This is an optimization exercise on Yosys and OpenROAD, whose aim is small area, a short achievable clock period and few clock cycles per item, not a production implementation.
At most, simulation tests tie the RTL to the original design; equivalence was not proved.
For runs 6 to 8, only the layout was checked, not whether the RTL still works.
Power and IR drop assume default switching activity.

`design/flow/design.v`:
```
`timescale 1ns / 1ps
module divider#(
  parameter WIDTH    = 32,
  parameter CACHING  =  0,
  parameter INIT_VLD =  0
)(
  input clk,
  input rst,
  input start,
  input      [WIDTH-1:0] dividend,
  input      [WIDTH-1:0] divisor,
  output reg [WIDTH-1:0] quotient,
  output     [WIDTH-1:0] remainder,
  output reg zeroErr,
  output valid
);
  reg [31:0] rem;
  reg [31:0] dsr;
  reg [4:0]  cnt;
  reg [4:0]  zbr;
  reg        align;
  reg        busy;
  reg        vld;
  wire [5:0]  za;
  wire [5:0]  zb;
  divider_lzc32 u_lza (.x(dividend), .z(za));
  divider_lzc32 u_lzb (.x(divisor), .z(zb));
  wire [31:0] sa;                                 
  divider_smear32 u_sa (.x(dividend), .s(sa));
  wire        zeroDivide = ~|divisor;
  wire        shorter = |(divisor & ~sa);         
  wire        quick = shorter | zeroDivide;
  wire [4:0]  s;
  wire [5:0]  bw;
  wire [31:0] sh [0:5];
  assign bw[0] = 1'b0;
  assign sh[0] = dsr;
  genvar i;
  generate
    for (i = 0; i < 5; i = i + 1) begin : al
      wire eq = zbr[i] ~^ cnt[i];
      assign s[i]    = eq ? bw[i] : ~bw[i];
      assign bw[i+1] = eq ? bw[i] : cnt[i];
      assign sh[i+1] = s[i] ? (sh[i] << (1 << i)) : sh[i];
    end
  endgenerate
  wire [32:0] diff = {1'b0, rem} - {1'b0, dsr};
  wire        ge = ~diff[32];
  wire        last = cnt == 5'd0;
  assign remainder = rem;
  assign valid = vld;
  always @(posedge clk) begin
    if (rst) begin
      align <= 1'b0;
      busy  <= 1'b0;
      vld   <= 1'b0;
    end else if (start) begin
      align <= ~quick;
      busy  <= 1'b0;
      vld   <= quick;
    end else if (align) begin
      align <= 1'b0;
      busy  <= 1'b1;
    end else if (busy && last) begin
      busy  <= 1'b0;
      vld   <= 1'b1;
    end
  end
  always @(posedge clk) begin
    zbr <= zb[4:0];
    cnt <= start ? za[4:0] : align ? s : cnt - 5'd1;
  end
  always @(posedge clk) begin
    if (start) begin
      quotient <= 32'd0;
      zeroErr  <= zeroDivide;
    end else if (busy) begin
      quotient <= {quotient[30:0], ge};
    end
  end
  always @(posedge clk) begin
    if (start)
      rem <= dividend;
    else if (busy && ge)
      rem <= diff[31:0];
  end
  always @(posedge clk) begin
    dsr <= start ? divisor : align ? sh[5] : dsr >> 1;
  end
endmodule
module divider_lzc32 (
  input  [31:0] x,
  output [5:0]  z
);
  wire [15:0] v0;
  wire [15:0] z0;
  wire [7:0]  v1;
  wire [15:0] z1;
  wire [3:0]  v2;
  wire [11:0] z2;
  wire [1:0]  v3;
  wire [7:0]  z3;
  genvar i;
  generate
    for (i = 0; i < 16; i = i + 1) begin : l0
      assign v0[i] = x[2*i+1] | x[2*i];
      assign z0[i] = ~x[2*i+1];
    end
    for (i = 0; i < 8; i = i + 1) begin : l1
      assign v1[i] = v0[2*i+1] | v0[2*i];
      assign z1[2*i+1:2*i] = v0[2*i+1] ? {1'b0, z0[2*i+1]} : {1'b1, z0[2*i]};
    end
    for (i = 0; i < 4; i = i + 1) begin : l2
      assign v2[i] = v1[2*i+1] | v1[2*i];
      assign z2[3*i+2:3*i] = v1[2*i+1] ? {1'b0, z1[4*i+3:4*i+2]} : {1'b1, z1[4*i+1:4*i]};
    end
    for (i = 0; i < 2; i = i + 1) begin : l3
      assign v3[i] = v2[2*i+1] | v2[2*i];
      assign z3[4*i+3:4*i] = v2[2*i+1] ? {1'b0, z2[6*i+5:6*i+3]} : {1'b1, z2[6*i+2:6*i]};
    end
  endgenerate
  wire [4:0] z4 = v3[1] ? {1'b0, z3[7:4]} : {1'b1, z3[3:0]};
  assign z = (v3[1] | v3[0]) ? {1'b0, z4} : 6'd32;
endmodule
module divider_smear32 (
  input  [31:0] x,
  output [31:0] s
);
  wire [31:0] p0 = x;
  wire [31:0] p1 = p0 | {1'b0, p0[31:1]};
  wire [31:0] p2 = p1 | {2'b0, p1[31:2]};
  wire [31:0] p3 = p2 | {4'b0, p2[31:4]};
  wire [31:0] p4 = p3 | {8'b0, p3[31:8]};
  assign s = p4 | {16'b0, p4[31:16]};
endmodule
```
`design/flow/flow/run.sh`:
```
#!/bin/bash
set -euo pipefail
bash standard.sh "BUFFER_PORTS_ARGS=-buffer_cell sky130_fd_sc_hd__buf_1" finish > make_finish.log 2>&1
```
`design/flow/standard.sh`:
```
#!/bin/bash
# synth_recipe.tcl (not shown) runs the flow's synth.tcl, then flattens the netlist and writes it again
# the make line also repeats each setting of config.mk as NAME=value (left out here)
make -C /OpenROAD-flow-scripts/flow DESIGN_CONFIG=/design/flow/config.mk WORK_HOME=/design/flow/orfs CLKGATE_MAP_FILE= SYNTH_SCRIPT=/design/flow/synth_recipe.tcl "${@:-finish}"
```
`design/flow/config.mk`:
```
export PLATFORM = sky130hd
export DESIGN_NAME = divider
export DESIGN_NICKNAME = divider
export VERILOG_FILES = /design/flow/design.v
export SDC_FILE = /design/flow/constraint.sdc
export NUM_CORES = 4
export LEC_CHECK = 0
export CAP_MARGIN = 20
export CORE_MARGIN = 2
export CORE_UTILIZATION = 60
export CTS_BUF_LIST = sky130_fd_sc_hd__clkbuf_4 sky130_fd_sc_hd__clkbuf_8
export SETUP_SLACK_MARGIN = 2.0
export SLEW_MARGIN = 20
```
`design/flow/constraint.sdc`:
```
create_clock -name core_clock -period 5.0 [get_ports {clk}]
set_input_delay 1.0000 -clock core_clock [delete_from_list [all_inputs] [get_ports {clk}]]
set_output_delay 1.0000 -clock core_clock [all_outputs]
set_load 0.01 [all_outputs]
```
==> run summary, run 1 <==
routed wire length 30,840 um; Layout Skew 0.02212 ns; peak supply drop 0.2605 mV; Slew HR 42.69%; family with the most delay on the worst path compound AO/OA/AOI/OAI gates; leak pwr 3.782 nW; EDFF count, synth 35; crit path DAT 3.33 ns; syn nets 1,213; post-synthesis sequential area ratio 29.64%; antenna violations before repair 0; root buf cell clkbuf_8; area growth from synthesis to layout 13.43%; Final setup violation count 0; max-slew violation count 0; worst r2r src zbr[1]; RSZ-0062 raised after global routing true; Synth Flop Type dfxtp_1; Clk Latency, worst-skew pair 0.41 ns; CTS tree yes; crit path capture type flop; TNS Setup 0 ns; Synth Area in Adders 5.449%; Slew @ Worst Pin 0.8536 ns; largest net degree at the start of global routing 70; post-route ant nets 0; area leader, netlist dfxtp_1; FMAX 331.6 MHz; die footprint 15,330 um2; Pre-Repair DR Iteration Count 7; Yosys cell types 79; placed cell areas 9154 um2; post-synthesis compound-gate area fraction 25.78%; Avg Inst Size Synth 7.757 um2; Hold Crit Start quotient[0]; Final Instance Area 9767 um2; FFs w/ async S/R, synth 0%; WP data required 5.32 ns; Initial Utilization 61.79%; Chip Height 123.8 um; Tmin final 3.016 ns; Post-Synth XOR/XNOR Area 3.822%; row cnt 43; Max Cap Viol 0; first-pass GRT wire length 45,840 um; layout cells sized above 1 8.706%; GP Congestion 1.002; Synth Warn # 1; HPWL after detailed placement 22,300 um; Synth Area in Simple Gates 20.10%; WHS Path Cells 2; critical setup path kind reg2reg; Worst Reg2Reg Path Length in Cells 10; grt ovf 0; Seq cells post-synth 110; Worst R2R End dsr[12]; Antenna Cells 0; P per Cell Area 435.2 nW/um2; main combinational cell family by area after synthesis compound AO/OA/AOI/OAI gates; Hold WC Path Type reg2reg; setup slack, reg-to-reg 1.98 ns; Final nets 1,327; crit share post-route 60.32%; run status no timing/DRC/antenna violations; clock sinks 110; CP peak stage delay 0.67 ns; number of vias per cell 6.732; vias 9,485; Synth Instances 1,110; final worst setup slack 1.984 ns; number of global-route vias before repair 8,298; clock-pin slew on the worst setup and hold paths 0.11 ns; Area contributors post-synth dfxtp_1, edfxtp_1, mux2i_1; Num CTS Buffers 9; Yosys top cell area share 17.44%; Worst setup SP type flop; Die W 123.8 um; crit-path max FO 5; hold_buf cts 0; mux cell area share after synthesis 9.198%; Synth Cell Area 8611 um2; IO Count 133; Hold Vio Cnt, Final 0; Initial DRC Count 1,455; slowest CP cell xnor3_4; CTS HTree Levels 3; CP cell instances xnor3_4, buf_4, buf_4, mux2i_1, mux2_2, nand2_1, o21ai_0, a22oi_1, a22oi_1, o21ai_1; residual DRC count 0; DP Worst Slack 1.460 ns; port buffer count 132; Core ar. 13,930 um2; Avg WL per Cell 21.89 um; WP buf/inv 2; Clock Path Buffers 2; Hold EP quotient[0]; GRT Total Usage 39.60%
[power by group]
group / switching (mW) / leakage (nW) / total, mW / internal, mW
logic: 1.60 / 2.71 / 2.50 / 0.906
registers: 0.104 / 0.967 / 1.17 / 1.06
clock network: 0.345 / 0.101 / 0.580 / 0.235
[Yosys cell counts, drive strengths merged (6+ instances only)]
cell and number:
nor4 12, nor3 37, a211o 8, a21o 16
a21oi 115, nor2b 8, a22oi 9, or4 7
nand2 116, o21ai 87, mux4 6, or3 7
a211oi 17, a31oi 12, o21bai 13, o31ai 11
a221o 6, buf 22, and3 6, clkbuf 37
nand3 24, ha 35, a221oi 12, o211ai 8
inv 66, xnor2 21, dfxtp 75, xor2 13
edfxtp 35, mux2i 60, nor2 124, nand4 9
nand2b 7
[how the worst max path moves through the flow]
stage	from	endpoint	slack, ns	cells past startpoint
after floorplan	rem[0]	rem[0]	2.11	11
after global placement	rem[0]	rem[6]	1.57	11
after detailed placement	rem[0]	rem[0]	1.46	11
after CTS	cnt[0]	dsr[31]	1.98	10
after global routing	cnt[0]	dsr[3]	1.92	9
final	zbr[1]	dsr[12]	1.98	10
[per-layer routing]
metal	share of wire (%)	track usage, %	vias up
met2	43	57.90	668
met4	4.8	17.12	0
met3	13	9.386	128
met5	0	0	-
li1	-	-	4302
met1	40	55.64	4387
[through the flow]
| stage | std cells | power, mW | utilization, % | hold slack, ns |
|---|---|---|---|---|
| 6_report | 1409 | 4.251 | 70.09 | 0.5169 |
| 5_1_grt | 1409 | 4.467 | 70.09 | 0.5361 |
| 3_3_place_gp | 1372 | 3.376 | 65.69 | 0.4729 |
| 4_1_cts | 1397 | 4.010 | 68.26 | 0.5136 |
| 2_1_floorplan | 1110 | 2.793 | - | 0.5002 |
| 3_5_place_dp | 1372 | 3.385 | 65.69 | 0.4985 |
[cells by family after synthesis]
kind of cell               Yosys count
DFF                                110
xor gates and xnor gates            35
muxes                               71
and+or+nand+nor                    377
adders and majority gates           37
buffers and inverters              128
AOI/OAI and AO/OA                  352
[timing repair]
item | CTS | global route
endpoints found under the setup margin | 41 | 60
setup buffers | 5 | 10
resized for setup | 17 | 29
pin swaps | 8 | 12
gates cloned | 4 | 2
hold endpoints to repair | 0 | 0
[cell type report]
class                           count  area (um2)
Clock buffer                        9       123.9
Clock inverter                      7       72.57
Fill cell                        1260        4168
Inverter                           69       259.0
Multi-Input combinational cell    878        5829
Sequential cell                   110        2557
Tap cell                          180       225.2
Timing Repair Buffer              156       699.4
[tightest hold or removal path: stages, from the launching register on]
cell and delay, ns:
dfxtp_1 0.34, nor2_1 0.08, a2111oi_0 0.06
[cells in the final DEF (no fill, tap or decap), types with 5 or more instances in the layout]
cell,n
o211ai_1,8
clkbuf_8,9
o21ai_1,9
inv_1,64
or4_1,7
nand4_1,9
o22ai_1,5
a221oi_1,9
a221o_1,6
ha_1,30
a21oi_2,5
o31ai_1,6
and3_1,6
a22oi_1,8
nor2b_1,7
mux2_2,5
xor2_1,11
nor2_1,123
nand2b_1,7
nor3_1,34
or3_1,6
nor4_1,12
xnor2_1,21
o21bai_1,13
a211o_1,7
buf_1,131
a211oi_1,14
buf_4,21
a31oi_1,11
o21ai_0,76
mux2i_1,60
nand3_1,24
a21oi_1,109
edfxtp_1,35
nand2_1,115
mux4_2,6
dfxtp_1,73
a21o_1,16
[registers in the layout, summed over array words and instances, names as in the netlist]
signal	flops
busy	1
dsr	32
quotient	32
rem	32
cnt	5
align	1
vld	1
zbr	5
zeroErr	1
Testbench counts, summed over its fixed seeds: cycles 25,920, items 3,200.
==> inputs of run 2 (changes only) <==
--- a/design/flow/config.mk
+++ b/design/flow/config.mk
@@ -9,5 +9,6 @@
 export CORE_MARGIN = 2
 export CORE_UTILIZATION = 60
 export CTS_BUF_LIST = sky130_fd_sc_hd__clkbuf_4 sky130_fd_sc_hd__clkbuf_8
+export CTS_CLUSTER_SIZE = 8
 export SETUP_SLACK_MARGIN = 2.0
 export SLEW_MARGIN = 20
==> run summary, run 2 <==
run status no timing/DRC/antenna violations; syn nets 1,213; HPWL after detailed placement 22,300 um; crit-path max FO 5; area growth from synthesis to layout 13.43%; Hold WC Path Type reg2reg; Max Cap Viol 0; routed wire length 30,840 um; residual DRC count 0; setup slack, reg-to-reg 1.98 ns; critical setup path kind reg2reg; layout cells sized above 1 8.706%; Final nets 1,327; Commonest cells post-synth nor2_1, a21oi_1, nand2_1, o21ai_0, dfxtp_1; largest net degree at the start of global routing 70; vias 9,485; WHS Path Cells 2; grt ovf 0; Layout Skew 0.02212 ns; Avg Inst Size Synth 7.757 um2; most frequent cells in the layout buf_1, nor2_1, nand2_1; leak pwr 3.782 nW; Chip Height 123.8 um; most common cell in the netlist nor2_1; post-route ant nets 0; Synth Flop Type dfxtp_1; top flop regs dsr: 32 flops, quotient: 32 flops, rem: 32 flops; GRT Total Usage 39.60%; Slew @ Worst Pin 0.8536 ns; Synth Instances 1,110; Clock Path Buffers 2; crit path DAT 3.33 ns; Initial DRC Count 1,455; Synth Cell Area 8611 um2; number of global-route vias before repair 8,298; Die W 123.8 um; max-slew violation count 0; Yosys top cell area share 17.44%; IO Count 133; die footprint 15,330 um2; FFs w/ async S/R, synth 0%; Hold Vio Cnt, Final 0; area leader, netlist dfxtp_1; P per Cell Area 435.2 nW/um2; row cnt 43; fillers 1,260; Pre-Repair DR Iteration Count 7; clock-pin slew on the worst setup and hold paths 0.11 ns; TNS Setup 0 ns; CTS HTree Levels 3; Antenna Cells 0; Final setup violation count 0; crit share post-route 60.32%; Clk Latency, worst-skew pair 0.41 ns; EDFF count, synth 35; GP Congestion 1.002; Multi-input gate area 5829 um2; crit path capture type flop; Tmin final 3.016 ns; antenna violations before repair 0; Yosys cell types 79; Avg WL per Cell 21.89 um; number of vias per cell 6.732; Core ar. 13,930 um2; Hold Crit Start quotient[0]; Area contributors post-synth dfxtp_1, edfxtp_1, mux2i_1; worst r2r src zbr[1]; post-synthesis sequential area ratio 29.64%; Num CTS Buffers 9; CTS tree yes; Worst Reg2Reg Path Length in Cells 10; clock sinks 110; Worst R2R End dsr[12]; hold_buf cts 0; root buf cell clkbuf_8; WP data required 5.32 ns; Seq cells post-synth 110; sequential cell area 2557 um2; most common cell after layout, fill and taps aside buf_1; port buffer count 132; RSZ-0062 raised after global routing true; total power 4.251 mW; Slew HR 42.69%; Worst setup SP type flop; Initial Utilization 61.79%; Synth Warn # 1; peak supply drop 0.2605 mV; FMAX 331.6 MHz; first-pass GRT wire length 45,840 um; Hold EP quotient[0]
## run 2: cell counts after synthesis
No cell type changed its count.
## run 2: cell families (layout without fill, tap and decap cells)
| kind of cell | count (synthesis) | in the layout | share of synthesized area (%) |
|---|---|---|---|
| AOI/OAI and AO/OA | 352 | 355 | 25.78 |
| xor gates and xnor gates | 35 | 37 | 3.822 |
| adders and majority gates | 37 | 37 | 5.449 |
| buffers and inverters | 128 | 241 | 6.016 |
| DFF | 110 | 110 | 29.64 |
| muxes | 71 | 71 | 9.198 |
| and+or+nand+nor | 377 | 378 | 20.10 |
## run 2: report_power, final
| part | internal [mW] | switching [mW] | total (mW) |
|---|---|---|---|
| logic | 0.906 | 1.60 | 2.50 |
| registers | 1.06 | 0.104 | 1.17 |
| clock network | 0.235 | 0.345 | 0.580 |
## run 2: worst max path at each step
stage	start	endpoint	slack (ns)	cells after the start
6_report	zbr[1]	dsr[12]	1.98	10
5_1_grt	cnt[0]	dsr[3]	1.92	9
4_1_cts	cnt[0]	dsr[31]	1.98	10
3_5_place_dp	rem[0]	rem[0]	1.46	11
3_3_place_gp	rem[0]	rem[6]	1.57	11
2_1_floorplan	rem[0]	rem[0]	2.11	11
## run 2: final cells by class
type / count / share of cell area [%]
clock buffers: 9 / 1.268
repair buffers: 156 / 7.161
flip-flops and latches: 110 / 26.18
clock inverters: 7 / 0.7430
multi-input cells: 878 / 59.68
well taps: 180 / 2.306
inverters: 69 / 2.652
## run 2: layer usage
| layer | global-route usage [%] | share of wire, % | vias to the layer above |
|---|---|---|---|
| met4 | 17.12 | 4.8 | 0 |
| met2 | 57.90 | 43 | 668 |
| met5 | 0 | 0 | - |
| li1 | - | - | 4302 |
| met1 | 55.64 | 40 | 4387 |
| met3 | 9.386 | 13 | 128 |
## run 2: metrics by stage
| stage | cell area [um2] | setup slack [ns] | hold slack [ns] | util (%) | instances |
|---|---|---|---|---|---|
| 6_report | 9767 | 1.984 | 0.5169 | 70.09 | 1409 |
| 5_1_grt | 9767 | 1.916 | 0.5361 | 70.09 | 1409 |
| 4_1_cts | 9512 | 1.977 | 0.5136 | 68.26 | 1397 |
| 3_5_place_dp | 9154 | 1.460 | 0.4985 | 65.69 | 1372 |
| 3_3_place_gp | 9154 | 1.566 | 0.4729 | 65.69 | 1372 |
| 2_1_floorplan | 8612 | 2.109 | 0.5002 | - | 1110 |
## run 2: worst max-delay path, cell delays in order, from the launching register on
cell and delay (ns):
dfxtp_1 0.54, xnor3_4 0.67, buf_4 0.19, buf_4 0.13, mux2i_1 0.13, mux2_2 0.29, nand2_1 0.08, o21ai_0 0.18
a22oi_1 0.44, a22oi_1 0.15, o21ai_1 0.14
## run 2: what timing repair did
item	CTS	global route
cloned	4	2
endpoints found under the setup margin	41	60
hold endpoints to repair	0	0
resized for setup	17	29
setup buffers	5	10
pin swaps	8	12
==> inputs of run 3 (changes only) <==
--- a/design/flow/config.mk
+++ b/design/flow/config.mk
@@ -8,7 +8,5 @@
 export CAP_MARGIN = 20
 export CORE_MARGIN = 2
 export CORE_UTILIZATION = 60
-export CTS_BUF_LIST = sky130_fd_sc_hd__clkbuf_4 sky130_fd_sc_hd__clkbuf_8
-export CTS_CLUSTER_SIZE = 8
 export SETUP_SLACK_MARGIN = 2.0
 export SLEW_MARGIN = 20
==> run summary, run 3 <==
Initial Utilization 61.79%; Hold EP quotient[0]; vias 9,496; most common cell after layout, fill and taps aside buf_1; port buffer count 132; FMAX 328.3 MHz; hold_buf cts 0; Synth Instances 1,110; Yosys cell types 79; Chip Height 123.8 um; P per Cell Area 449.1 nW/um2; Pre-Repair DR Iteration Count 6; Clk Latency, worst-skew pair 0.37 ns; post-synthesis sequential area ratio 29.64%; Synth Flop Type dfxtp_1; Worst setup SP type flop; final worst setup slack 1.954 ns; critical setup path kind reg2reg; top flop regs dsr: 32 flops, quotient: 32 flops, rem: 32 flops; syn nets 1,213; met3 wire len 3957 um; antenna violations before repair 0; WP data required 5.06 ns; Core ar. 13,930 um2; clock-pin slew on the worst setup and hold paths 0.07 ns; max-slew violation count 0; TNS Setup 0 ns; uppermost layer routed met4; final core occ 70.77%; clock sinks 110; first-pass GRT wire length 46,670 um; crit-path max FO 8; area growth from synthesis to layout 14.53%; residual DRC count 0; number of vias per cell 6.749; layout cells sized above 1 8.802%; Slew HR 23.38%; total power 4.429 mW; peak supply drop 0.2807 mV; Worst R2R End rem[0]; most common cell in the netlist nor2_1; GP Congestion 1.002; Psw 2.090 mW; DP Worst Slack 1.460 ns; Max Cap Viol 0; Yosys top cell area share 17.44%; Seq cells post-synth 110; Hold Vio Cnt, Final 0; routed wire length 31,250 um; most frequent cells in the layout buf_1, nor2_1, nand2_1; Worst Reg2Reg Path Length in Cells 12; Num CTS Buffers 9; grt ovf 0; root buf cell clkbuf_16; die footprint 15,330 um2; worst r2r src rem[0]; sequential share of power 26.4%; Commonest cells post-synth nor2_1, a21oi_1, nand2_1, o21ai_0, dfxtp_1; WHS Path Cells 2; number of global-route vias before repair 8,367; run status no timing/DRC/antenna violations; IO Count 133; crit path DAT 3.10 ns; Area contributors post-synth dfxtp_1, edfxtp_1, mux2i_1; Final setup violation count 0; HPWL after detailed placement 22,300 um; P_int 2.339 mW; leak pwr 3.815 nW; CTS HTree Levels 3; Final Instance Area 9862 um2; Synth Cell Area 8611 um2; Tmin final 3.046 ns; Gate power share 56.8%; crit share post-route 60.93%; sw frac 47.19%; Clock Path Buffers 2; Initial DRC Count 1,408; Hold Crit Start quotient[0]; Avg WL per Cell 22.21 um; met2 WL post-DR 13,250 um; WL met1 12,380 um; placed cell areas 9154 um2; Die W 123.8 um; setup slack, reg-to-reg 1.95 ns; post-route ant nets 0; clock share of power 16.8%; CTS tree yes; RSZ-0062 raised after global routing true; largest net degree at the start of global routing 70; FFs w/ async S/R, synth 0%; Avg Inst Size Synth 7.757 um2; Synth Warn # 1; area leader, netlist dfxtp_1; Slew @ Worst Pin 1.149 ns; EDFF count, synth 35; Antenna Cells 0; GRT Total Usage 40.43%; Layout Skew 0.01266 ns; Hold WC Path Type reg2reg; crit path capture type flop; row cnt 43; Final nets 1,325
[run 3: layout make-up]
cell class / count / area, um2
clock buffer: 10 / 250.2
clock inverter: 6 / 42.54
fill: 1225 / 4073
inverter: 69 / 259.0
multi-input combinational: 877 / 5837
sequential: 110 / 2556
tap: 180 / 225.2
timing repair buffer: 155 / 691.9
[run 3: logic make-up after synthesis]
kind of cell | count (synthesis) | share of synthesized area [%]
XOR/XNOR | 35 | 3.822
AO/OA/AOI/OAI | 352 | 25.78
buffers and inverters | 128 | 6.016
flip-flops | 110 | 29.64
multiplexers | 71 | 9.198
adder cells (fa/ha/maj) | 37 | 5.449
AND/OR/NAND/NOR | 377 | 20.10
[run 3: timing repair]
action / in CTS / in global routing
pin swaps: 12 / 16
buffers inserted: 10 / 4
resized for setup: 18 / 37
cloned: 4 / 1
endpoints found under the setup margin: 40 / 62
[run 3: metrics by stage]
stage | hold slack, ns | std cells
2_1_floorplan | 0.5002 | 1110
3_3_place_gp | 0.4729 | 1372
3_5_place_dp | 0.4985 | 1372
4_1_cts | 0.5091 | 1402
5_1_grt | 0.5307 | 1407
6_report | 0.5117 | 1407
[run 3: power by group through the flow]
stage | registers [mW] | clock network, mW | logic, mW
after global placement | 1.17 | 0 | 2.20
after global routing | 1.18 | 0.766 | 2.68
after floorplan | 1.17 | 0 | 1.62
after CTS | 1.16 | 0.738 | 2.31
final | 1.17 | 0.742 | 2.51
after detailed placement | 1.18 | 0 | 2.21
[run 3: metal layers]
layer | track usage (%) | vias to the layer above
li1 | - | 4301
met1 | 56.29 | 4381
met2 | 60.03 | 677
met3 | 8.974 | 137
met4 | 17.83 | 0
met5 | 0 | -
[run 3: worst max path at each step]
stage,depth (start not counted),from,to
floorplan,11,rem[0],rem[0]
global placement,11,rem[0],rem[6]
detailed placement,11,rem[0],rem[0]
CTS,10,dsr[15],rem[18]
global route,12,rem[0],rem[4]
finish,12,rem[0],rem[0]
[run 3: critical path, cell delays in order (launching register included)]
cell and delay, ns:
edfxtp_1 0.37, inv_2 0.06, ha_4 0.16, fa_2 0.35, nor2b_2 0.13, o21ai_2 0.08
a21oi_2 0.23, nand4_1 0.27, a21oi_2 0.32, o31ai_4 0.12, a21oi_2 0.30, buf_4 0.18
a211o_4 0.20
==> inputs of run 4 (changes only) <==
--- a/design/flow/config.mk
+++ b/design/flow/config.mk
@@ -8,5 +8,6 @@
 export CAP_MARGIN = 20
 export CORE_MARGIN = 2
 export CORE_UTILIZATION = 60
+export CTS_BUF_LIST = sky130_fd_sc_hd__clkbuf_8 sky130_fd_sc_hd__clkbuf_16
 export SETUP_SLACK_MARGIN = 2.0
 export SLEW_MARGIN = 20
==> run summary, run 4 <==
Synth Cell Area 8611 um2; layout cells sized above 1 8.802%; Pre-Repair DR Iteration Count 6; Clk Latency, worst-skew pair 0.37 ns; Synth Area in Simple Gates 20.10%; end point of the critical path rem[0]; antenna violations before repair 0; largest net degree at the start of global routing 70; FFs w/ async S/R, synth 0%; port buffer count 132; Final nets 1,325; clock-pin slew on the worst setup and hold paths 0.07 ns; area growth from synthesis to layout 14.53%; Synth Instances 1,110; CTS tree yes; Synth Warn # 1; number of vias per cell 6.749; Slew @ Worst Pin 1.149 ns; FMAX 328.3 MHz; Hold Vio Cnt, Final 0; most frequent cells in the layout buf_1, nor2_1, nand2_1; met3 wire len 3957 um; Worst setup SP type flop; Yosys cell types 79; clock sinks 110; RSZ-0062 raised after global routing true; residual DRC count 0; Synth Area in Adders 5.449%; Final setup violation count 0; leak pwr 3.815 nW; Initial DRC Count 1,408; CTS HTree Levels 3; EDFF count, synth 35; most common cell after layout, fill and taps aside buf_1; Initial Utilization 61.79%; uppermost layer routed met4; Hold WC Path Type reg2reg; grt ovf 0; post-route ant nets 0; setup slack, reg-to-reg 1.95 ns; crit share post-route 60.93%; Max Cap Viol 0; die footprint 15,330 um2; max-slew violation count 0; routed wire length 31,250 um; Worst R2R End rem[0]; row cnt 43; WL met1 12,380 um; post-synthesis sequential area ratio 29.64%; Commonest cells post-synth nor2_1, a21oi_1, nand2_1, o21ai_0, dfxtp_1; critical setup path kind reg2reg; most common cell in the netlist nor2_1; HPWL after detailed placement 22,300 um; TNS Setup 0 ns; GRT Total Usage 40.43%; Area contributors post-synth dfxtp_1, edfxtp_1, mux2i_1; Synth Flop Type dfxtp_1; Core ar. 13,930 um2; total power 4.429 mW; peak supply drop 0.2807 mV; Avg WL per Cell 22.21 um; first-pass GRT wire length 46,670 um; Antenna Cells 0; Yosys top cell area share 17.44%; area leader, netlist dfxtp_1; Layout Skew 0.01266 ns; Chip Height 123.8 um; Clock Path Buffers 2; top flop regs dsr: 32 flops, quotient: 32 flops, rem: 32 flops; worst r2r src rem[0]; crit path DAT 3.10 ns; number of global-route vias before repair 8,367; IO Count 133; run status no timing/DRC/antenna violations; root buf cell clkbuf_16; Worst Reg2Reg Path Length in Cells 12; P per Cell Area 449.1 nW/um2; Tmin final 3.046 ns; post-synthesis compound-gate area fraction 25.78%; Num CTS Buffers 9; WP data required 5.06 ns; mux cell area share after synthesis 9.198%; crit-path max FO 8; Avg Inst Size Synth 7.757 um2; fillers 1,225; syn nets 1,213; Die W 123.8 um; met2 WL post-DR 13,250 um; GP Congestion 1.002; crit path capture type flop; Slew HR 23.38%; CP startpoint rem[0]; main combinational cell family by area after synthesis compound AO/OA/AOI/OAI gates; Post-Synth XOR/XNOR Area 3.822%; Hold Crit Start quotient[0]; Seq cells post-synth 110; vias 9,496
[run 4: where the power goes]
group          leakage [nW]  internal [mW]  switching, mW
Clock                 0.146          0.372          0.370
Combinational          2.70          0.903           1.61
Sequential            0.967           1.06          0.108
[run 4: area by class of cell]
cell class | count | area, um2 | area share, %
timing repair buffer | 155 | 691.9 | 7.016
clock inverter | 6 | 42.54 | 0.4314
clock buffer | 10 | 250.2 | 2.537
tap | 180 | 225.2 | 2.284
multi-input combinational | 877 | 5837 | 59.19
inverter | 69 | 259.0 | 2.626
sequential | 110 | 2556 | 25.92
[run 4: metrics by stage]
step	hold WS, ns	setup WS [ns]	cell area (um2)	cells	util [%]
after global placement	0.4729	1.566	9154	1372	65.69
after global routing	0.5307	1.863	9862	1407	70.77
after floorplan	0.5002	2.109	8612	1110	-
after detailed placement	0.4985	1.460	9154	1372	65.69
after CTS	0.5091	2.002	9671	1402	69.40
final	0.5117	1.954	9862	1407	70.77
[run 4: critical path: stages (launching register included)]
cell and delay [ns]:
edfxtp_1 0.37, inv_2 0.06, ha_4 0.16, fa_2 0.35, nor2b_2 0.13, o21ai_2 0.08, a21oi_2 0.23, nand4_1 0.27
a21oi_2 0.32, o31ai_4 0.12, a21oi_2 0.30, buf_4 0.18, a211o_4 0.20
[run 4: worst min path at each step]
stage / end / slack, ns / depth (start not counted)
CTS: quotient[0] / 0.51 / 2
finish: quotient[0] / 0.51 / 2
detailed placement: quotient[0] / 0.50 / 2
global route: quotient[0] / 0.53 / 2
floorplan: dsr[20] / 0.50 / 2
global placement: quotient[31] / 0.47 / 2
[run 4: what timing repair did]
action | in CTS | in global routing
hold buffers | 0 | 0
setup buffers | 10 | 4
resized for setup | 18 | 37
endpoints found under the hold margin | 0 | 0
gates cloned | 4 | 1
endpoints found under the setup margin | 40 | 62
pin swaps | 12 | 16
[run 4: cells by family after synthesis]
kind of cell,count (synthesis)
flops,110
fa+ha+maj,37
xor+xnor,35
buf+inv,128
simple gates,377
mux,71
compound gates,352
[run 4: per-layer routing]
layer	GRT usage (%)	vias to the layer above
met2	60.03	677
met3	8.974	137
li1	-	4301
met1	56.29	4381
met5	0	-
met4	17.83	0
==> inputs of run 5 (changes only) <==
--- a/design/flow/config.mk
+++ b/design/flow/config.mk
@@ -8,6 +8,7 @@
 export CAP_MARGIN = 20
 export CORE_MARGIN = 2
 export CORE_UTILIZATION = 60
-export CTS_BUF_LIST = sky130_fd_sc_hd__clkbuf_8 sky130_fd_sc_hd__clkbuf_16
+export CTS_BUF_LIST = sky130_fd_sc_hd__clkbuf_8
+export CTS_CLUSTER_SIZE = 10
 export SETUP_SLACK_MARGIN = 2.0
 export SLEW_MARGIN = 20
==> run summary, run 5 <==
run status no timing/DRC/antenna violations; crit-path max FO 5; Seq cells post-synth 110; Clock Path Buffers 2; clock share of power 13.6%; crit path DAT 3.33 ns; slowest CP cell xnor3_4; crit share post-route 60.32%; Final nets 1,327; most common cell in the netlist nor2_1; die footprint 15,330 um2; residual DRC count 0; Slew @ Worst Pin 0.8536 ns; critical setup path kind reg2reg; GRT Total Usage 39.60%; Synth Instances 1,110; max-slew violation count 0; Slew HR 42.69%; area growth from synthesis to layout 13.43%; antenna violations before repair 0; WP data required 5.32 ns; Gate power share 58.9%; Hold Crit Start quotient[0]; Chip Height 123.8 um; Initial Utilization 61.79%; Hold EP quotient[0]; Avg Inst Size Synth 7.757 um2; clock-pin slew on the worst setup and hold paths 0.11 ns; Avg WL per Cell 21.89 um; Hold Vio Cnt, Final 0; Num CTS Buffers 9; leak pwr 3.782 nW; DP Worst Slack 1.460 ns; GP Congestion 1.002; CP cell instances xnor3_4, buf_4, buf_4, mux2i_1, mux2_2, nand2_1, o21ai_0, a22oi_1, a22oi_1, o21ai_1; CP peak stage delay 0.67 ns; number of vias per cell 6.732; family with the most delay on the worst path compound AO/OA/AOI/OAI gates; clock sinks 110; RSZ-0062 raised after global routing true; sequential share of power 27.5%; sw frac 48.16%; Worst Reg2Reg Path Length in Cells 10; IO Count 133; Max Cap Viol 0; FMAX 331.6 MHz; P per Cell Area 435.2 nW/um2; Yosys top cell area share 17.44%; final worst setup slack 1.984 ns; Core ar. 13,930 um2; layout cells sized above 1 8.706%; Antenna Cells 0; P_int 2.204 mW; Synth Cell Area 8611 um2; Yosys cell types 79; most frequent cells in the layout buf_1, nor2_1, nand2_1; top flop regs dsr: 32 flops, quotient: 32 flops, rem: 32 flops; first-pass GRT wire length 45,840 um; most common cell after layout, fill and taps aside buf_1; WHS Path Cells 2; WP buf/inv 2; Worst setup SP type flop; post-synthesis sequential area ratio 29.64%; peak supply drop 0.2605 mV; Hold WC Path Type reg2reg; Tmin final 3.016 ns; Commonest cells post-synth nor2_1, a21oi_1, nand2_1, o21ai_0, dfxtp_1; TNS Setup 0 ns; Initial DRC Count 1,455; Area contributors post-synth dfxtp_1, edfxtp_1, mux2i_1; largest net degree at the start of global routing 70; grt ovf 0; hold_buf cts 0; row cnt 43; CTS HTree Levels 3; area leader, netlist dfxtp_1; number of global-route vias before repair 8,298; post-route ant nets 0; Die W 123.8 um; Clk Latency, worst-skew pair 0.41 ns; EDFF count, synth 35; port buffer count 132; root buf cell clkbuf_8; HPWL after detailed placement 22,300 um; FFs w/ async S/R, synth 0%; Final setup violation count 0; vias 9,485; syn nets 1,213; Psw 2.047 mW; Pre-Repair DR Iteration Count 7; crit path capture type flop; Layout Skew 0.02212 ns; CTS tree yes; Synth Flop Type dfxtp_1; Synth Warn # 1; setup slack, reg-to-reg 1.98 ns; worst r2r src zbr[1]; routed wire length 30,840 um; Worst R2R End dsr[12]
==> run 5: cell counts after synthesis <==
Identical to the previous run, type by type.
==> run 5: worst max-delay path by stage <==
| stage | slack (ns) | cells past startpoint | to | startpoint |
|---|---|---|---|---|
| 2_1_floorplan | 2.11 | 11 | rem[0] | rem[0] |
| 3_3_place_gp | 1.57 | 11 | rem[6] | rem[0] |
| 3_5_place_dp | 1.46 | 11 | rem[0] | rem[0] |
| 4_1_cts | 1.98 | 10 | dsr[31] | cnt[0] |
| 5_1_grt | 1.92 | 9 | dsr[3] | cnt[0] |
| 6_report | 1.98 | 10 | dsr[12] | zbr[1] |
==> run 5: power groups by stage <==
| stage | clock, mW | combinational [mW] | sequential, mW |
|---|---|---|---|
| final | 0.580 | 2.50 | 1.17 |
| after global routing | 0.604 | 2.69 | 1.18 |
| after CTS | 0.576 | 2.28 | 1.16 |
| after detailed placement | 0 | 2.21 | 1.18 |
| after global placement | 0 | 2.20 | 1.17 |
| after floorplan | 0 | 1.62 | 1.17 |
==> run 5: kinds of logic after synthesis <==
group,after synthesis,share of synthesized area [%]
and+or+nand+nor,377,20.10
AOI/OAI and AO/OA,352,25.78
buffers and inverters,128,6.016
DFF,110,29.64
muxes,71,9.198
adders and majority gates,37,5.449
xor gates and xnor gates,35,3.822
==> run 5: metrics by stage <==
stage | utilization (%) | power [mW] | std cells | area (um2) | hold WS [ns]
after floorplan | - | 2.793 | 1110 | 8612 | 0.5002
after global placement | 65.69 | 3.376 | 1372 | 9154 | 0.4729
after detailed placement | 65.69 | 3.385 | 1372 | 9154 | 0.4985
after CTS | 68.26 | 4.010 | 1397 | 9512 | 0.5136
after global routing | 70.09 | 4.467 | 1409 | 9767 | 0.5361
final | 70.09 | 4.251 | 1409 | 9767 | 0.5169
==> run 5: routing by layer <==
metal / global-route usage [%] / share of wire [%] / up-vias
met5: 0 / 0 / -
met4: 17.12 / 4.8 / 0
met3: 9.386 / 13 / 128
met2: 57.90 / 43 / 668
met1: 55.64 / 40 / 4387
li1: - / - / 4302
==> run 5: layout make-up <==
class / instances / area, um2
sequential: 110 / 2557
inverter: 69 / 259.0
tap: 180 / 225.2
multi-input combinational: 878 / 5829
clock buffer: 9 / 123.9
timing repair buffer: 156 / 699.4
clock inverter: 7 / 72.57
fill: 1260 / 4168
==> run 5: worst reg2reg max path, stage by stage (launching register included) <==
cell and delay [ns]:
dfxtp_1 0.54, xnor3_4 0.67, buf_4 0.19, buf_4 0.13
mux2i_1 0.13, mux2_2 0.29, nand2_1 0.08, o21ai_0 0.18
a22oi_1 0.45, a22oi_1 0.15, o21ai_1 0.14
==> run 5: timing repair <==
action / CTS / global route
resized for setup: 17 / 29
buffers inserted: 5 / 10
endpoints found under the setup margin: 41 / 60
cloned: 4 / 2
pin swaps: 8 / 12
==> inputs of run 6 (changes only) <==
--- a/design/flow/design.v
+++ b/design/flow/design.v
@@ -44,9 +44,13 @@
       assign sh[i+1] = s[i] ? (sh[i] << (1 << i)) : sh[i];
     end
   endgenerate
-  wire [32:0] diff = {1'b0, rem} - {1'b0, dsr};
-  wire        ge = ~diff[32];
-  wire        last = cnt == 5'd0;
+  wire [32:0] diff1 = {1'b0, rem} - {1'b0, dsr};
+  wire [32:0] diff2 = {1'b0, rem} - {2'b0, dsr[31:1]};
+  wire        ge1 = ~diff1[32];
+  wire        ge2 = ~diff2[32];
+  wire        k0 = cnt == 5'd0;
+  wire        two = ~ge1 & ~k0;
+  wire        last = k0 | (cnt == 5'd1 & ~ge1);
   assign remainder = rem;
   assign valid = vld;
   always @(posedge clk) begin
@@ -68,24 +72,26 @@
   end
   always @(posedge clk) begin
     zbr <= zb[4:0];
-    cnt <= start ? za[4:0] : align ? s : cnt - 5'd1;
+    cnt <= start ? za[4:0] : align ? s : two ? cnt - 5'd2 : cnt - 5'd1;
   end
   always @(posedge clk) begin
     if (start) begin
       quotient <= 32'd0;
       zeroErr  <= zeroDivide;
     end else if (busy) begin
-      quotient <= {quotient[30:0], ge};
+      quotient <= two ? {quotient[29:0], 1'b0, ge2} : {quotient[30:0], ge1};
     end
   end
   always @(posedge clk) begin
     if (start)
       rem <= dividend;
-    else if (busy && ge)
-      rem <= diff[31:0];
+    else if (busy && ge1)
+      rem <= diff1[31:0];
+    else if (busy && two && ge2)
+      rem <= diff2[31:0];
   end
   always @(posedge clk) begin
-    dsr <= start ? divisor : align ? sh[5] : dsr >> 1;
+    dsr <= start ? divisor : align ? sh[5] : two ? dsr >> 2 : dsr >> 1;
   end
 endmodule
 module divider_lzc32 (
--- a/design/flow/config.mk
+++ b/design/flow/config.mk
@@ -8,7 +8,5 @@
 export CAP_MARGIN = 20
 export CORE_MARGIN = 2
 export CORE_UTILIZATION = 60
-export CTS_BUF_LIST = sky130_fd_sc_hd__clkbuf_8
-export CTS_CLUSTER_SIZE = 10
 export SETUP_SLACK_MARGIN = 2.0
 export SLEW_MARGIN = 20
==> run summary, run 6 <==
run status no timing/DRC/antenna violations; Initial Utilization 61.07%; Layout Skew 0.02203 ns; most frequent cells in the layout nand2_1, nor2_1, buf_1; largest net degree at the start of global routing 79; WP data required 5.08 ns; Area contributors post-synth dfxtp_1, edfxtp_1, mux2i_1; Finished Layout Cells 1,831; Hold Worst Slack 0.4882 ns; Hold Vio Cnt, Final 0; hold_buf cts 0; syn nets 1,567; CTS tree yes; Seq cells post-synth 110; die footprint 19,380 um2; row cnt 49; peak supply drop 0.5336 mV; Worst Reg2Reg Path Length in Cells 12; Final nets 1,734; Pre-Repair DR Iteration Count 6; most common cell in the netlist nand2_1; clock-pin slew on the worst setup and hold paths 0.10 ns; DP Worst Slack 1.325 ns; Synth Instances 1,430; critical setup path kind reg2reg; Slew HR 37.50%; Clk Latency, worst-skew pair 0.38 ns; CP peak stage delay 0.46 ns; Synth Cell Area 10,970 um2; most common cell after layout, fill and taps aside nand2_1; Avg Inst Size Synth 7.672 um2; Max Cap Viol 0; Commonest cells post-synth nand2_1, nor2_1, a21oi_1, mux2i_1, dfxtp_1; sequential cell area 2586 um2; final core occ 78.84%; antenna violations before repair 0; routed wire length 44,550 um; top flop regs dsr: 32 flops, quotient: 32 flops, rem: 32 flops; Tmin final 3.324 ns; Final setup violation count 0; Num CTS Buffers 9; slowest CP cell or3b_4; Slew @ Worst Pin 0.9376 ns; total power 11.43 mW; final worst setup slack 1.676 ns; Yosys cell types 84; area growth from synthesis to layout 29.09%; Inst Count DP 1,733; WHS Path Cells 2; GP Congestion 1.025; P per Cell Area 807.1 nW/um2; Final Instance Area 14,160 um2; FFs w/ async S/R, synth 0%; first-pass GRT wire length 66,650 um; post-synthesis sequential area ratio 23.36%; Yosys top cell area share 13.50%; Worst setup SP type flop; Synth Warn # 1; Chip Height 139.2 um; GRT Total Usage 43.16%; port buffer count 132; post-route ant nets 0; residual DRC count 0; max-slew violation count 0; vias 12.84k; Synth Flop Type dfxtp_1; IO Count 133; clock sinks 110; crit share post-route 66.48%; FMAX 300.8 MHz; leak pwr 5.383 nW; placed cell areas 11,660 um2; Antenna Cells 0; number of global-route vias before repair 11.96k; number of vias per cell 7.011; HPWL after detailed placement 29,140 um; area leader, netlist dfxtp_1; Multi-input gate area 9040 um2; CTS HTree Levels 3; TNS Setup 0 ns; layout cells sized above 1 21.22%; Avg WL per Cell 24.33 um; Initial DRC Count 1,595; Hold WC Path Type reg2reg; EDFF count, synth 36; CP cell instances inv_1, ha_4, a211oi_2, o21ai_1, or3b_4, o2111ai_4, a21boi_2, nor2b_4, o41ai_4, buf_4, a31o_4, buf_12; Clock Path Buffers 2; crit-path max FO 8; root buf cell clkbuf_16; Die W 139.2 um; crit path DAT 3.40 ns; RSZ-0062 raised after global routing true; fillers 1,258; grt ovf 0; crit path capture type flop; Core ar. 17,960 um2
## run 6: cell count changes after synthesis, moves of 18 or more
cell      before  now
xor2_1        12   30
nor2_1       123  146
mux2i_1       60   92
ha_1          35   68
a311oi_1       3   40
nand2_1      115  179
## run 6: worst paths after layout
check | from | endpoint | slack, ns
worst max-delay path | dsr[3] | rem[2] | 1.68
worst min-delay path | quotient[31] | quotient[31] | 0.49
worst max register to register | dsr[3] | rem[2] | 1.68
worst min register to register | quotient[31] | quotient[31] | 0.49
## run 6: what timing repair did
| action | CTS | global route |
|---|---|---|
| gates cloned | 16 | 3 |
| gates resized for setup | 203 | 90 |
| setup buffers | 49 | 13 |
| endpoints found under the setup margin | 137 | 137 |
| pin swaps | 103 | 54 |
## run 6: layer usage
layer | wire, um | up-vias | part of all wire, % | GRT usage [%]
li1 | - | 5673 | - | -
met1 | 16970 | 5946 | 38 | 56.57
met2 | 18960 | 984 | 43 | 66.28
met3 | 5270 | 234 | 12 | 7.811
met4 | 3343 | 0 | 7.5 | 26.10
met5 | 0 | - | 0 | 0
## run 6: critical path: cells and delay by family (launching register included)
family                   cells  cell delay, ns
AND/OR/NAND/NOR              2            0.61
buffers and inverters        3            0.50
adder cells (fa/ha/maj)      1            0.34
flip-flops                   1            0.38
AO/OA/AOI/OAI                6            1.17
## run 6: cells by family (layout without fill, tap and decap cells)
logic type               count (synthesis)  count (layout)  synth area share [%]
AND/OR/NAND/NOR                        482             489                 19.91
AO/OA/AOI/OAI                          453             454                 28.03
flip-flops                             110             110                 23.36
multiplexers                           100             100                 9.215
buffers and inverters                  150             314                 5.965
adder cells (fa/ha/maj)                 72              72                 8.349
XOR/XNOR                                63              63                 5.166
## run 6: final cells by class
cell class | count | share of cell area [%]
clock buffers | 9 | 1.590
clock inverters | 7 | 0.6979
inverters | 74 | 1.961
multi-input cells | 1178 | 63.83
flip-flops and latches | 110 | 18.26
well taps | 229 | 2.023
repair buffers | 224 | 11.64
## run 6: report_power, final
part,switching (mW),internal (mW),total [mW],leakage [nW]
Combinational,5.25,3.79,9.04,4.26
Clock,0.441,0.371,0.811,0.155
Sequential,0.351,1.22,1.58,0.970
==> inputs of run 7 (changes only) <==
--- a/design/flow/design.v
+++ b/design/flow/design.v
@@ -44,10 +44,12 @@
       assign sh[i+1] = s[i] ? (sh[i] << (1 << i)) : sh[i];
     end
   endgenerate
-  wire [32:0] diff1 = {1'b0, rem} - {1'b0, dsr};
-  wire [32:0] diff2 = {1'b0, rem} - {2'b0, dsr[31:1]};
-  wire        ge1 = ~diff1[32];
-  wire        ge2 = ~diff2[32];
+  wire [32:0] diff1;
+  wire [32:0] diff2;
+  wire        ge1;
+  wire        ge2;
+  divider_sub33 u_sub1 (.a({1'b0, rem}), .b({1'b0, dsr}), .d(diff1), .co(ge1));
+  divider_sub33 u_sub2 (.a({1'b0, rem}), .b({2'b0, dsr[31:1]}), .d(diff2), .co(ge2));
   wire        k0 = cnt == 5'd0;
   wire        two = ~ge1 & ~k0;
   wire        last = k0 | (cnt == 5'd1 & ~ge1);
@@ -139,3 +141,43 @@
   wire [31:0] p4 = p3 | {8'b0, p3[31:8]};
   assign s = p4 | {16'b0, p4[31:16]};
 endmodule
+module divider_sub33 (
+  input  [32:0] a,
+  input  [32:0] b,
+  output [32:0] d,
+  output        co
+);
+  wire [32:0] p = a ^ ~b;
+  wire [32:0] g = a & ~b;
+  wire [32:0] G [0:9];
+  wire [32:0] P [0:9];
+  assign G[0] = {g[32:1], g[0] | p[0]};
+  assign P[0] = {p[32:1], 1'b0};
+  genvar l, i;
+  generate
+    for (l = 0; l < 5; l = l + 1) begin : up
+      for (i = 0; i < 33; i = i + 1) begin : b
+        if (i % (2 << l) == (2 << l) - 1) begin : n
+          assign G[l+1][i] = G[l][i] | (P[l][i] & G[l][i - (1 << l)]);
+          assign P[l+1][i] = P[l][i] & P[l][i - (1 << l)];
+        end else begin : w
+          assign G[l+1][i] = G[l][i];
+          assign P[l+1][i] = P[l][i];
+        end
+      end
+    end
+    for (l = 0; l < 4; l = l + 1) begin : dn
+      for (i = 0; i < 33; i = i + 1) begin : b
+        if (i % (16 >> l) == (8 >> l) - 1 && i >= 3 * (8 >> l) - 1) begin : n
+          assign G[l+6][i] = G[l+5][i] | (P[l+5][i] & G[l+5][i - (8 >> l)]);
+          assign P[l+6][i] = P[l+5][i] & P[l+5][i - (8 >> l)];
+        end else begin : w
+          assign G[l+6][i] = G[l+5][i];
+          assign P[l+6][i] = P[l+5][i];
+        end
+      end
+    end
+  endgenerate
+  assign d  = p ^ {G[9][31:0], 1'b1};
+  assign co = G[9][32];
+endmodule
==> run summary, run 7 <==
run status no timing/DRC/antenna violations; most common cell in the netlist nor2_1; Area contributors post-synth dfxtp_1, edfxtp_1, mux2i_1; Die W 137.7 um; TNS Setup 0 ns; DP Worst Slack 1.308 ns; Slew @ Worst Pin 0.9356 ns; CTS tree yes; post-route ant nets 0; Yosys top cell area share 13.81%; post-synthesis sequential area ratio 23.89%; Hold Vio Cnt, Final 0; root buf cell clkbuf_16; row cnt 48; final worst setup slack 1.573 ns; Synth Flop Type dfxtp_1; WP data required 5.12 ns; Initial Utilization 61.79%; port buffer count 132; most frequent cells in the layout buf_1, nor2_1, nand2_1; mux cell area share after synthesis 12.19%; layout cells sized above 1 21.12%; syn nets 1,434; Slew HR 37.10%; Synth Warn # 2; FFs w/ async S/R, synth 0%; area leader, netlist dfxtp_1; largest net degree at the start of global routing 78; Clk Latency, worst-skew pair 0.37 ns; most common cell after layout, fill and taps aside buf_1; Pre-Repair DR Iteration Count 9; RSZ-0062 raised after global routing true; Synth Area in Adders 13.67%; Antenna Cells 0; HPWL after detailed placement 26,800 um; first-pass GRT wire length 59,660 um; GP Congestion 1.084; P per Cell Area 897.9 nW/um2; Synth Area in Simple Gates 16.08%; top flop regs dsr: 32 flops, quotient: 32 flops, rem: 32 flops; crit share post-route 68.54%; clock sinks 110; max-slew violation count 0; area growth from synthesis to layout 28.13%; die footprint 18,960 um2; Synth Cell Area 10,720 um2; vias 11.78k; crit path DAT 3.55 ns; Layout Skew 0.01114 ns; EDFF count, synth 36; clock-pin slew on the worst setup and hold paths 0.08 ns; residual DRC count 0; leak pwr 5.400 nW; Avg Inst Size Synth 8.451 um2; CTS HTree Levels 3; Max Cap Viol 0; Num CTS Buffers 9; number of global-route vias before repair 10.59k; IO Count 133; Core ar. 17,360 um2; Clock Path Buffers 2; Synth Instances 1,269; Tmin final 3.427 ns; crit path capture type flop; Initial DRC Count 1,656; number of vias per cell 7.039; main combinational cell family by area after synthesis compound AO/OA/AOI/OAI gates; critical setup path kind reg2reg; Final setup violation count 0; Final nets 1,609; antenna violations before repair 0; Avg WL per Cell 24.85 um; fillers 1,173; FMAX 291.8 MHz; post-synthesis compound-gate area fraction 24.45%; Yosys cell types 87; Worst setup SP type flop; Hold WC Path Type reg2reg; Seq cells post-synth 110; Hold Worst Slack 0.5091 ns; routed wire length 41,600 um; GRT Total Usage 41.44%; Post-Synth XOR/XNOR Area 3.605%; grt ovf 0; Chip Height 137.7 um; Commonest cells post-synth nor2_1, nand2_1, mux2i_1, inv_1, a21oi_1; crit-path max FO 7; peak supply drop 0.6046 mV
## run 7: cell count changes after synthesis, moves of 10 or more
cell      previous run  this run
nand3_1             22        33
a32oi_1             11         1
a211oi_1            29        41
o21ai_1              3        26
a21oi_1            127        76
fa_1                 2        32
o311ai_0             0        11
nor2_1             146       124
o311ai_1             0        11
a311oi_1            40         5
nand2_1            179       112
xnor2_1             31         2
o21ai_0             73        36
## run 7: power breakdown
part	internal (mW)	leakage [nW]	switching [mW]	total, mW
combinational	4.46	4.29	5.35	9.81
sequential	1.32	0.973	0.466	1.78
clock	0.374	0.140	0.368	0.742
total	6.15	5.40	6.18	12.3
## run 7: per-layer routing
| layer | vias up | GRT usage, % | part of all wire (%) |
|---|---|---|---|
| li1 | 5105 | - | - |
| met5 | - | 0 | 0 |
| met1 | 5535 | 59.51 | 40 |
| met2 | 930 | 60.48 | 42 |
| met4 | 0 | 16.27 | 5.3 |
| met3 | 213 | 9.161 | 13 |
## run 7: logic make-up after synthesis
logic type	Yosys count
AND/OR/NAND/NOR	377
AO/OA/AOI/OAI	373
buffers and inverters	150
multiplexers	122
flip-flops	110
adder cells (fa/ha/maj)	98
XOR/XNOR	39
## run 7: worst paths after layout
| check | start | to | slack, ns | depth (start not counted) |
|---|---|---|---|---|
| max | dsr[29] | rem[25] | 1.57 | 11 |
| min reg2reg | quotient[31] | quotient[31] | 0.51 | 2 |
| max reg2reg | dsr[29] | rem[25] | 1.57 | 11 |
| min | quotient[31] | quotient[31] | 0.51 | 2 |
## run 7: what timing repair did
| action | CTS | global route |
|---|---|---|
| endpoints found under the setup margin | 137 | 136 |
| pin swaps | 42 | 29 |
| cloned | 13 | 4 |
| buffers inserted | 52 | 13 |
| hold buffers | 0 | 0 |
| gates resized for setup | 139 | 101 |
## run 7: stage by stage
stage                     power (mW)  cells  area [um2]  utilization (%)
after CTS                      11.03   1657       13060            75.25
final                          12.34   1674       13740            79.17
after global routing           12.97   1674       13740            79.17
after floorplan                6.912   1269       10810                -
after detailed placement       8.597   1576       11430            65.84
after global placement         8.493   1576       11430            65.84
## run 7: area by class of cell
class	instances	area, um2	share of cell area (%)
multi-input cells	1010	8449	61.49
flip-flops and latches	110	2596	18.89
repair buffers	234	1832	13.33
inverters	79	296.5	2.158
well taps	225	281.5	2.049
clock buffers	13	261.5	1.903
clock inverters	3	23.77	0.1730
## run 7: worst max-delay path, stage by stage (launching register included)
cell and delay (ns):
dfxtp_1 0.61, inv_1 0.14, ha_1 0.39, a21o_1 0.20
a21o_1 0.20, a21oi_2 0.60, a21oi_4 0.13, buf_12 0.18
buf_12 0.14, buf_16 0.15, buf_4 0.15, a221o_1 0.30
==> inputs of run 8 (changes only) <==
--- a/design/flow/design.v
+++ b/design/flow/design.v
@@ -44,15 +44,10 @@
       assign sh[i+1] = s[i] ? (sh[i] << (1 << i)) : sh[i];
     end
   endgenerate
-  wire [32:0] diff1;
-  wire [32:0] diff2;
-  wire        ge1;
-  wire        ge2;
-  divider_sub33 u_sub1 (.a({1'b0, rem}), .b({1'b0, dsr}), .d(diff1), .co(ge1));
-  divider_sub33 u_sub2 (.a({1'b0, rem}), .b({2'b0, dsr[31:1]}), .d(diff2), .co(ge2));
-  wire        k0 = cnt == 5'd0;
-  wire        two = ~ge1 & ~k0;
-  wire        last = k0 | (cnt == 5'd1 & ~ge1);
+  wire [32:0] diff;
+  wire        ge;
+  divider_sub33 u_sub (.a({1'b0, rem}), .b({1'b0, dsr}), .d(diff), .co(ge));
+  wire        last = cnt == 5'd0;
   assign remainder = rem;
   assign valid = vld;
   always @(posedge clk) begin
@@ -74,26 +69,24 @@
   end
   always @(posedge clk) begin
     zbr <= zb[4:0];
-    cnt <= start ? za[4:0] : align ? s : two ? cnt - 5'd2 : cnt - 5'd1;
+    cnt <= start ? za[4:0] : align ? s : cnt - 5'd1;
   end
   always @(posedge clk) begin
     if (start) begin
       quotient <= 32'd0;
       zeroErr  <= zeroDivide;
     end else if (busy) begin
-      quotient <= two ? {quotient[29:0], 1'b0, ge2} : {quotient[30:0], ge1};
+      quotient <= {quotient[30:0], ge};
     end
   end
   always @(posedge clk) begin
     if (start)
       rem <= dividend;
-    else if (busy && ge1)
-      rem <= diff1[31:0];
-    else if (busy && two && ge2)
-      rem <= diff2[31:0];
+    else if (busy && ge)
+      rem <= diff[31:0];
   end
   always @(posedge clk) begin
-    dsr <= start ? divisor : align ? sh[5] : two ? dsr >> 2 : dsr >> 1;
+    dsr <= start ? divisor : align ? sh[5] : dsr >> 1;
   end
 endmodule
 module divider_lzc32 (
==> run summary, run 8 <==
Initial DRC Count 1,139; sw frac 44.43%; largest net degree at the start of global routing 82; Num CTS Buffers 9; routed wire length 27,960 um; Clock Path Buffers 2; most common cell after layout, fill and taps aside buf_1; CTS HTree Levels 3; Hold Vio Cnt, Final 0; antenna violations before repair 0; Chip Height 121.9 um; area leader, netlist dfxtp_1; crit path DAT 3.32 ns; Tmin final 3.190 ns; Synth Flop Type dfxtp_1; residual DRC count 0; number of vias per cell 6.445; clock-pin slew on the worst setup and hold paths 0.09 ns; Clk Latency, worst-skew pair 0.38 ns; crit path capture type flop; max-slew violation count 0; post-route ant nets 0; Synth Warn # 2; first-pass GRT wire length 42,220 um; HPWL after detailed placement 20,900 um; Max Cap Viol 0; GRT Total Usage 37.13%; top flop regs dsr: 32 flops, quotient: 32 flops, rem: 32 flops; clock sinks 110; P_int 2.379 mW; FFs w/ async S/R, synth 0%; port buffer count 132; clock share of power 18.0%; post-synthesis sequential area ratio 30.58%; Avg WL per Cell 21.02 um; run status no timing/DRC/antenna violations; Core ar. 13,720 um2; Psw 1.902 mW; Synth Cell Area 8347 um2; most frequent cells in the layout buf_1, nand2_1, nor2_1; EDFF count, synth 35; Gate power share 53.5%; number of global-route vias before repair 7,781; peak supply drop 0.2685 mV; area growth from synthesis to layout 17.52%; Avg Inst Size Synth 8.159 um2; Final nets 1,262; layout cells sized above 1 14.00%; TNS Setup 0 ns; Initial Utilization 60.84%; P per Cell Area 436.4 nW/um2; most common cell in the netlist nand2_1; Pre-Repair DR Iteration Count 6; root buf cell clkbuf_16; total power 4.281 mW; CTS tree yes; Final setup violation count 0; crit share post-route 63.79%; Die W 121.9 um; syn nets 1,140; Commonest cells post-synth nand2_1, nor2_1, a21oi_1, dfxtp_1; IO Count 133; Area contributors post-synth dfxtp_1, edfxtp_1, mux2i_1; die footprint 14,870 um2; setup slack, reg-to-reg 1.81 ns; Worst setup SP type flop; row cnt 43; RSZ-0062 raised after global routing true; grt ovf 0; FMAX 313.5 MHz; Seq cells post-synth 110; Layout Skew 0.01166 ns; Slew HR 34.90%; Yosys cell types 64; crit-path max FO 3; Synth Instances 1,023; vias 8,572; leak pwr 3.722 nW; Hold Worst Slack 0.5006 ns; critical setup path kind reg2reg; Antenna Cells 0; Slew @ Worst Pin 0.9765 ns; Hold WC Path Type reg2reg; sequential share of power 28.5%; WP data required 5.13 ns; Yosys top cell area share 17.99%; GP Congestion 0.9745
[run 8: cell types whose count changed after synthesis, sizes merged, moves of 13 or more]
cell,previous run,this run
a211oi,42,5
a21o,28,9
buf,28,15
fa,32,16
ha,66,34
mux2i,101,59
nand2,113,126
nand3,34,21
o311ai,23,4
xnor2,3,19
xor2,34,10
[run 8: repair_timing]
action | in CTS | in global routing
buffers inserted | 6 | 14
resized for setup | 39 | 54
pin swaps | 14 | 20
setup endpoints to repair | 56 | 76
hold buffers | 0 | 0
hold endpoints to repair | 0 | 0
[run 8: per-layer routing]
layer | wire length (um) | track usage [%]
met1 | 11350 | 52.19
met2 | 12480 | 55.31
met3 | 2944 | 7.397
met4 | 1183 | 16.81
met5 | 0 | 0
[run 8: path summary, 6_finish.rpt]
check / start / endpoint / cells after the start
worst max register to register: rem[0] / rem[31] / 15
worst min-delay path: quotient[31] / quotient[31] / 2
worst max-delay path: rem[0] / rem[31] / 15
worst min register to register: quotient[31] / quotient[31] / 2
[run 8: cell families (layout without fill, tap and decap cells)]
logic type / Yosys count / in the layout / synth area share (%)
mux: 85 / 85 / 12.34
xor+xnor: 30 / 30 / 3.493
flops: 110 / 110 / 30.58
compound gates: 268 / 268 / 20.24
simple gates: 360 / 360 / 18.89
fa+ha+maj: 50 / 50 / 8.934
buf+inv: 120 / 247 / 5.531
[run 8: power by group through the flow]
| stage | sequential [mW] | combinational (mW) | clock [mW] |
|---|---|---|---|
| after floorplan | 1.21 | 1.46 | 0 |
| after global placement | 1.22 | 1.97 | 0 |
| after detailed placement | 1.23 | 1.99 | 0 |
| after CTS | 1.21 | 2.09 | 0.770 |
| after global routing | 1.23 | 2.49 | 0.808 |
| final | 1.22 | 2.29 | 0.769 |
[run 8: layout make-up]
cell class,count,area (um2)
Clock inverter,7,88.84
Clock buffer,9,225.2
Multi-Input combinational cell,793,5682
Fill cell,1161,3910
Tap cell,180,225.2
Inverter,68,256.5
Timing Repair Buffer,163,747.0
Sequential cell,110,2585
[run 8: stage by stage]
stage / instances / instance area (um2) / setup WS [ns] / utilization, %
CTS: 1316 / 9489 / 1.824 / 69.17
global route: 1330 / 9809 / 1.720 / 71.50
finish: 1330 / 9809 / 1.810 / 71.50
floorplan: 1023 / 8366 / 2.018 / -
detailed placement: 1294 / 8982 / 1.522 / 65.47
global placement: 1294 / 8982 / 1.536 / 65.47
[run 8: critical path, cell delays in order, from the launching register on]
cell and delay (ns):
edfxtp_1 0.37, inv_1 0.05, ha_2 0.18, fa_2 0.33
nand2b_4 0.16, a21oi_4 0.17, o2111ai_4 0.15, o21ai_4 0.25
and2_4 0.21, a21oi_2 0.06, o21a_1 0.20, o21a_1 0.18
fa_2 0.35, xnor2_1 0.13, nor2_1 0.09, nor2_1 0.05

afterwards: timing with drivers on the ports:
Ports are ideal in the flow. The routed layouts listed here were re-timed in OpenROAD.
Step 1 (the two cells are an assumption about what drives the block):
set clk [get_ports {clk}]
set_driving_cell -lib_cell sky130_fd_sc_hd__clkbuf_16 $clk
set_driving_cell -lib_cell sky130_fd_sc_hd__buf_2 [delete_from_list [all_inputs] $clk]
Step 2 adds t to the input delays and takes it off the output delays; t is the mean of the earliest and latest rising clock arrival at the registers after step 1. Input paths then give back, and output paths get back, about the clock's delay inside the block.
Three values: ideal ports, drivers, drivers and shift; two values: the first two.
| run | shift t [ns] | slack for setup (ns) | hold WS [ns] | latest minus earliest clock arrival (ns) | cell pins on the clock port's net |
|---|---|---|---|---|---|
| run 1 | 0.438 | 1.984 / 1.984 / 1.762 | 0.517 / 0.517 / 0.517 | 0.022 / 0.023 | 1 |
| run 2 | 0.438 | 1.984 / 1.984 / 1.762 | 0.517 / 0.517 / 0.517 | 0.022 / 0.023 | 1 |
| run 3 | 0.406 | 1.954 / 1.954 / 1.747 | 0.512 / 0.512 / 0.512 | 0.013 / 0.013 | 1 |
| run 4 | 0.406 | 1.954 / 1.954 / 1.747 | 0.512 / 0.512 / 0.512 | 0.013 / 0.013 | 1 |
| run 5 | 0.438 | 1.984 / 1.984 / 1.762 | 0.517 / 0.517 / 0.517 | 0.022 / 0.023 | 1 |
| run 6 | 0.417 | 1.676 / 1.676 / 1.584 | 0.488 / 0.488 / 0.488 | 0.022 / 0.022 | 1 |
| run 7 | 0.413 | 1.573 / 1.573 / 1.480 | 0.509 / 0.509 / 0.509 | 0.011 / 0.011 | 1 |
| run 8 | 0.411 | 1.810 / 1.810 / 1.792 | 0.501 / 0.501 / 0.501 | 0.011 / 0.012 | 1 |
After both steps setup and hold are still met in every run listed.
